From an optimization exercise on the open Yosys and OpenROAD flow, aimed at small area; shortcuts taken in it are not production practice. The RTL was checked by simulation tests, not by an equivalence proof against the original design.

==> inputs of trial 95 <==
## cpmTop
module cpmTop(
	input clk,
	input reset_n,
	input rx_wenmiao,
	input rx_fakong,
	input rx_adt,
	output tx_wenmiao,
	output tx_fakong,
	output tx_adt,
	input[7:0]  SJA1000_add_data_i,
	output[7:0] SJA1000_add_data_o,
	output      SJA1000_add_data_oe,
	output can_ale,can_cs_n,can_rd_n,can_wr_n,can_rst,
	output convert_dir
    );
clock: 20.0 ns
lec_check: 0
abc_area: 1
cap_margin: 20
core_margin: 2
core_utilization: 65
cts_buf_list: sky130_fd_sc_hd__clkbuf_16
cts_cluster_diameter: 100
cts_cluster_size: 30
slew_margin: 20
run.sh (not shown) runs the stock make flow with config.mk's settings and CLKGATE_MAP_FILE= SYNTH_SCRIPT=/design/flow/synth_recipe.tcl, a recipe that flattens the netlist after the stock synthesis.
==> inputs of trial 70, as changes to trial 95 <==
--- a/flow/design.v
+++ b/flow/design.v
@@ -73,13 +73,13 @@
 		else if(rx_int) begin
 			if(clk_bps)				num <= num + 1'b1;
 			else if(num == 4'd10)	num <= 4'd0;
 		end
 endmodule
 `timescale 1ns / 1ps
-module my_uart_tx #(parameter LEN = 20, parameter CW = 5, parameter CHK = 0) (
+module my_uart_tx #(parameter LEN = 20, parameter CW = 5) (
 	input				clk,
 	input				rst_n,
 	input				frame_start,
 	input[7:0]			byte_in,
 	output reg			busy,
 	output reg[CW-1:0]	cnt,
@@ -120,37 +120,30 @@
 		else begin int1 <= byte_start; int2 <= int1; end
 	always @ (posedge clk or negedge rst_n)
 		if(!rst_n)				tx_en <= 1'b0;
 		else if(cap)			tx_en <= 1'b1;
 		else if(num == 4'd12)	tx_en <= 1'b0;
 	assign		late = (tx_en && (num >= 4'd9)) || tx_done;
-	wire		dbit = tx_en && clk_bps && (num >= 4'd1) && (num <= 4'd8);
-	wire		last = CHK && (cnt == LEN - 1);
-	reg[7:0]	acc;
-	reg			cy;
-	wire		b_in = byte_in[num - 1'b1];
-	wire		a0 = (cnt == 0) ? 1'b0 : acc[0];
-	wire		ci = (num == 4'd1) ? 1'b0 : cy;
-	always @ (posedge clk)
-		if(CHK && dbit) begin
-			acc <= {last ? acc[0] : (a0 ^ b_in ^ ci), acc[7:1]};
-			cy <= (a0 & b_in) | (a0 & ci) | (b_in & ci);
-		end
-	wire		dout = last ? acc[0] : b_in;
 	always @ (posedge clk or negedge rst_n)
 		if(!rst_n) begin
 			num <= 4'd0;
 			tx <= 1'b1;
 			tx_done <= 1'b0;
 		end else if(tx_en) begin
 			if(clk_bps) begin
 				num <= num + 1'b1;
 				case(num)
 				4'd0: tx <= 1'b0;
-				4'd1, 4'd2, 4'd3, 4'd4, 4'd5, 4'd6, 4'd7, 4'd8:
-					tx <= dout;
+				4'd1: tx <= byte_in[0];
+				4'd2: tx <= byte_in[1];
+				4'd3: tx <= byte_in[2];
+				4'd4: tx <= byte_in[3];
+				4'd5: tx <= byte_in[4];
+				4'd6: tx <= byte_in[5];
+				4'd7: tx <= byte_in[6];
+				4'd8: tx <= byte_in[7];
 				default: tx <= 1'b1;
 				endcase
 			end else if(num == 4'd12) begin
 				num <= 4'd0;
 				tx_done <= 1'b1;
 			end
@@ -439,29 +432,44 @@
 module dataControl(
 	input			clk,
 	input			reset_n,
 	output			period_start,
 	output			smp,
 	output[6:0]		idx,
-	output			adt_start
+	output reg		adt_start
 	);
 	reg[14:0]	timerCnt;
-	reg			started;
 	always @ (posedge clk or negedge reset_n)
 		if(!reset_n)					timerCnt <= 15'd0;
-		else if(timerCnt == 15'd24999)	timerCnt <= 15'd0;
-		else							timerCnt <= timerCnt + 1'b1;
-	always @ (posedge clk or negedge reset_n)
-		if(!reset_n)			started <= 1'b0;
-		else if(period_start)	started <= 1'b1;
-	assign	period_start = (timerCnt == 15'd24998);
-	wire	low = (timerCnt[14:9] == 6'd0);		 
-	assign	smp = started && low && (timerCnt[1:0] == 2'd0) &&
-				  (timerCnt[8:2] >= 7'd1) && (timerCnt[8:2] <= 7'd66);
-	assign	idx = timerCnt[8:2];
-	assign	adt_start = started && low && (timerCnt[8:0] >= 9'd267) && (timerCnt[8:0] <= 9'd270);
+		else if(timerCnt == 15'h77B9)	timerCnt <= 15'd0;
+		else							timerCnt <= {timerCnt[13:0], ~(timerCnt[14] ^ timerCnt[13])};
+	assign	period_start = (timerCnt == 15'h7BDC);
+	reg[1:0]	clkCnt;
+	always @ (posedge clk or negedge reset_n)
+		if(!reset_n)	clkCnt <= 2'd0;
+		else			clkCnt <= clkCnt + 1'b1;
+	wire	tick = (clkCnt == 2'd1);
+	reg			wr_r, wr;
+	reg[6:0]	addr;
+	always @ (posedge clk or negedge reset_n)
+		if(!reset_n)				wr_r <= 1'b0;
+		else if(period_start)		wr_r <= 1'b1;
+		else if(addr == 7'd65)		wr_r <= 1'b0;
+	always @ (posedge clk or negedge reset_n)
+		if(!reset_n)	wr <= 1'b0;
+		else if(tick)	wr <= wr_r;
+	always @ (posedge clk or negedge reset_n)
+		if(!reset_n)	addr <= 7'd0;
+		else if(!tick)	;
+		else if(wr)		addr <= addr + 1'b1;
+		else			addr <= 7'd0;
+	always @ (posedge clk or negedge reset_n)
+		if(!reset_n)	adt_start <= 1'b0;
+		else			adt_start <= (addr == 7'd66);
+	assign	smp = wr && (clkCnt == 2'd0);
+	assign	idx = addr;
 endmodule
 `timescale 1ns / 1ps
 module cpmTop(
 	input clk,
 	input reset_n,
 	input rx_wenmiao,
@@ -610,13 +618,13 @@
 	wire[7:0]	aa_tap, ab_tap, wt_tap;
 	dline #(.N(17)) al_a (.clk(clk), .din((aput &&  aptr) ? a_byte : aa_tap), .tap(aa_tap));
 	dline #(.N(17)) al_b (.clk(clk), .din((aput && !aptr) ? a_byte : ab_tap), .tap(ab_tap));
 	wire		wt_busy, wt_cap, wt_en, wt_late;
 	wire[4:0]	wt_cnt;
 	reg[7:0]	wt_byte;
-	my_uart_tx #(.LEN(20), .CW(5), .CHK(1)) wt (.clk(clk), .rst_n(reset_n), .frame_start(period_start),
+	my_uart_tx #(.LEN(20), .CW(5)) wt (.clk(clk), .rst_n(reset_n), .frame_start(period_start),
 		.byte_in(wt_byte), .busy(wt_busy), .cnt(wt_cnt), .cap(wt_cap), .tx_en(wt_en), .late(wt_late), .tx(tx_wenmiao));
 	reg[1:0]	wbr;
 	reg			wbuilt, wp, wpv;
 	reg			warm, wact;
 	always @ (posedge clk or negedge reset_n)
 		if(!reset_n) begin
@@ -638,29 +646,31 @@
 		if(wbr[1] & ~wbr[0]) begin
 			wp <= aptr;
 			wpv <= av;
 		end
 	wire[7:0]	wt_src = wpv ? (wp ? ab_tap : aa_tap) : 8'd0;
 	dline #(.N(17)) wtl (.clk(clk), .din((warm | wact) ? wt_src : wt_tap), .tap(wt_tap));
-	reg[7:0]	pfw;
+	reg[7:0]	pfw, accw;
 	always @ (posedge clk) begin
 		if({1'b0, acol} == {1'b0, wt_cnt} + (wt_late ? 6'd2 : 6'd1)) pfw <= wt_tap;
+		if(wt_cap && (wt_cnt != 5'd19)) accw <= ((wt_cnt == 5'd0) ? 8'd0 : accw) + wt_byte;
 	end
 	always @ (*)
-		if(!wbuilt)				wt_byte = 8'd0;
+		if(wt_cnt == 5'd19)		wt_byte = accw;
+		else if(!wbuilt)		wt_byte = 8'd0;
 		else if(wt_cnt == 5'd0)	wt_byte = 8'h64;
 		else if(wt_cnt == 5'd1)	wt_byte = 8'h00;
 		else					wt_byte = pfw;
 	wire		ft_busy, ft_cap, ft_en, ft_late;
 	wire[5:0]	ft_cnt;
 	reg[7:0]	ft_byte;
-	my_uart_tx #(.LEN(32), .CW(6), .CHK(1)) ft (.clk(clk), .rst_n(reset_n), .frame_start(period_start),
+	my_uart_tx #(.LEN(32), .CW(6)) ft (.clk(clk), .rst_n(reset_n), .frame_start(period_start),
 		.byte_in(ft_byte), .busy(ft_busy), .cnt(ft_cnt), .cap(ft_cap), .tx_en(ft_en), .late(ft_late), .tx(tx_fakong));
 	reg[1:0]	fbr;
 	reg			fbuilt, fp, fpv;
-	reg[7:0]	fw4, fw5, fw6, fw7, fw14, fw15, fa20, fa21;
+	reg[7:0]	fw4, fw5, fw6, fw7, fw14, fw15, fa20, fa21, accf;
 	always @ (posedge clk or negedge reset_n)
 		if(!reset_n) begin
 			fbr <= 2'd0;
 			fbuilt <= 1'b0;
 		end else begin
 			fbr <= {fbr[0], ft_busy};
@@ -675,13 +685,13 @@
 			mact <= 1'b0;
 			mmode <= 1'b0;
 		end else begin
 			if(fbr[1] & ~fbr[0]) begin
 				marm <= 1'b1;
 				mmode <= 1'b1;
-			end else if(smp && (idx == 7'd56)) begin
+			end else if(smp && (idx == 7'd55)) begin
 				marm <= 1'b1;
 				mmode <= 1'b0;
 			end else if(wcol == 6'd3)
 				marm <= 1'b0;
 			if(marm && (wcol == 6'd3))	mact <= 1'b1;
 			else if(wcol == 6'd56)		mact <= 1'b0;
@@ -701,15 +711,17 @@
 			6'd7:  fw6  <= fw_src;
 			6'd8:  fw7  <= fw_src;
 			6'd15: fw14 <= fw_src;
 			6'd16: fw15 <= fw_src;
 			default: ;
 			endcase
+		if(ft_cap && (ft_cnt != 6'd31)) accf <= ((ft_cnt == 6'd0) ? 8'd0 : accf) + ft_byte;
 	end
 	always @ (*)
-		if(!fbuilt)				ft_byte = 8'd0;
+		if(ft_cnt == 6'd31)		ft_byte = accf;
+		else if(!fbuilt)		ft_byte = 8'd0;
 		else case(ft_cnt)
 			6'd0:			ft_byte = 8'hAA;
 			6'd1:			ft_byte = 8'h8E;
 			6'd10, 6'd11:	ft_byte = 8'h55;
 			6'd14:			ft_byte = fw4;
 			6'd15:			ft_byte = fw5;
@@ -726,41 +738,41 @@
 	reg[5:0]	jf;
 	reg[3:0]	fjf;
 	reg[7:0]	s56, sf65;
 	always @ (posedge clk)
 		if(smp) begin
 			case(idx)
-			7'd1: begin s0 <= wv; p0 <= wptr; v0 <= wv; end
-			7'd2: s1 <= wv;
-			7'd57: s56 <= wv ? wlg56 : 8'd0;
-			7'd58: s57 <= fv;
-			7'd59: s58 <= fv;
-			7'd60: begin fp0 <= fptr; fv0 <= fv; end
-			7'd66: sf65 <= fv ? flg8 : 8'd0;
+			7'd0: begin s0 <= wv; p0 <= wptr; v0 <= wv; end
+			7'd1: s1 <= wv;
+			7'd56: s56 <= wv ? wlg56 : 8'd0;
+			7'd57: s57 <= fv;
+			7'd58: s58 <= fv;
+			7'd59: begin fp0 <= fptr; fv0 <= fv; end
+			7'd65: sf65 <= fv ? flg8 : 8'd0;
 			default: ;
 			endcase
-			if(idx == 7'd1)
+			if(idx == 7'd0)
 				jf <= 6'd63;
-			else if((idx <= 7'd56) && (wptr != p0) && (jf == 6'd63))
-				jf <= idx[5:0];				 
-			if(idx == 7'd60)
+			else if((idx <= 7'd55) && (wptr != p0) && (jf == 6'd63))
+				jf <= idx[5:0] + 1'b1;
+			if(idx == 7'd59)
 				fjf <= 4'd15;
-			else if((idx >= 7'd61) && (idx <= 7'd65) && (fptr != fp0) && (fjf == 4'd15))
-				fjf <= idx[3:0] + 4'd7;		 
+			else if((idx >= 7'd60) && (idx <= 7'd64) && (fptr != fp0) && (fjf == 4'd15))
+				fjf <= idx[3:0] + 4'd8;	 
 		end
 	wire[7:0]	s_old = v0 ? (p0 ? wb_tap : wa_tap) : 8'd0;
 	wire[7:0]	s_new = p0 ? wa_tap : wb_tap;
 	wire[7:0]	s_src = (wcol < jf) ? s_old : s_new;
 	dline #(.N(54)) wl_s (.clk(clk), .din((mwin && !mmode) ? s_src : ws_tap), .tap(ws_tap));
 	reg			farm, fact;
 	always @ (posedge clk or negedge reset_n)
 		if(!reset_n) begin
 			farm <= 1'b0;
 			fact <= 1'b0;
 		end else begin
-			if(smp && (idx == 7'd65))	farm <= 1'b1;
+			if(smp && (idx == 7'd64))	farm <= 1'b1;
 			else if(fcol == 4'd3)		farm <= 1'b0;
 			if(farm && (fcol == 4'd3))	fact <= 1'b1;
 			else if(fcol == 4'd8)		fact <= 1'b0;
 		end
 	wire[7:0]	f_old = fv0 ? (fp0 ? fb_tap : fa_tap) : 8'd0;
 	wire[7:0]	f_new = fp0 ? fa_tap : fb_tap;
==> metrics.md <==
| Metric | Value |
|---|---|
| TritonRoute pass-1 iters | `5` |
| Status | `finished clean` |
| Netlist cell types | `69` |
| M1 WL | `around 48000 um` |
| Slew HR | `0.308` |
| GPL Wtd Cong | `0.894` |
| Register area | `51600 um2` |
That was trial 95.
==> metrics.md <==
| Metric | Value |
|---|---|
| Register area | `51800 um2` |
| Slew HR | `0.341` |
| Netlist cell types | `70` |
| Status | `finished clean` |
| M1 WL | `roughly 48000 um` |
| GPL Wtd Cong | `~0.86` |
| TritonRoute pass-1 iters | `7` |
That was trial 70.

-- re-timing with driven ports --
In the flow no input, the clock included, has a driving cell. The finished layouts below were timed again as built, in two steps. Step 1 sets driving cells, clkbuf_16 on the clock port and buf_2 on the other inputs (assumed; they add their load-dependent delay and slew). Step 2 also shifts input and output timing later by t, the mid clock arrival at the registers, as if the neighbouring blocks saw the same clock. Slacks: no drivers / after step 1 / after step 2; pairs: no drivers / after step 1.
run	t, ns	setup slack, ns	worst register clock-pin slew, ns
trial 95	0.769	13.417 / 13.350 / 14.119	0.12 / 0.12
trial 70	0.774	13.322 / 13.254 / 13.939	0.12 / 0.12
After both steps every run listed still meets setup and hold. Setup slack includes reset recovery checks.
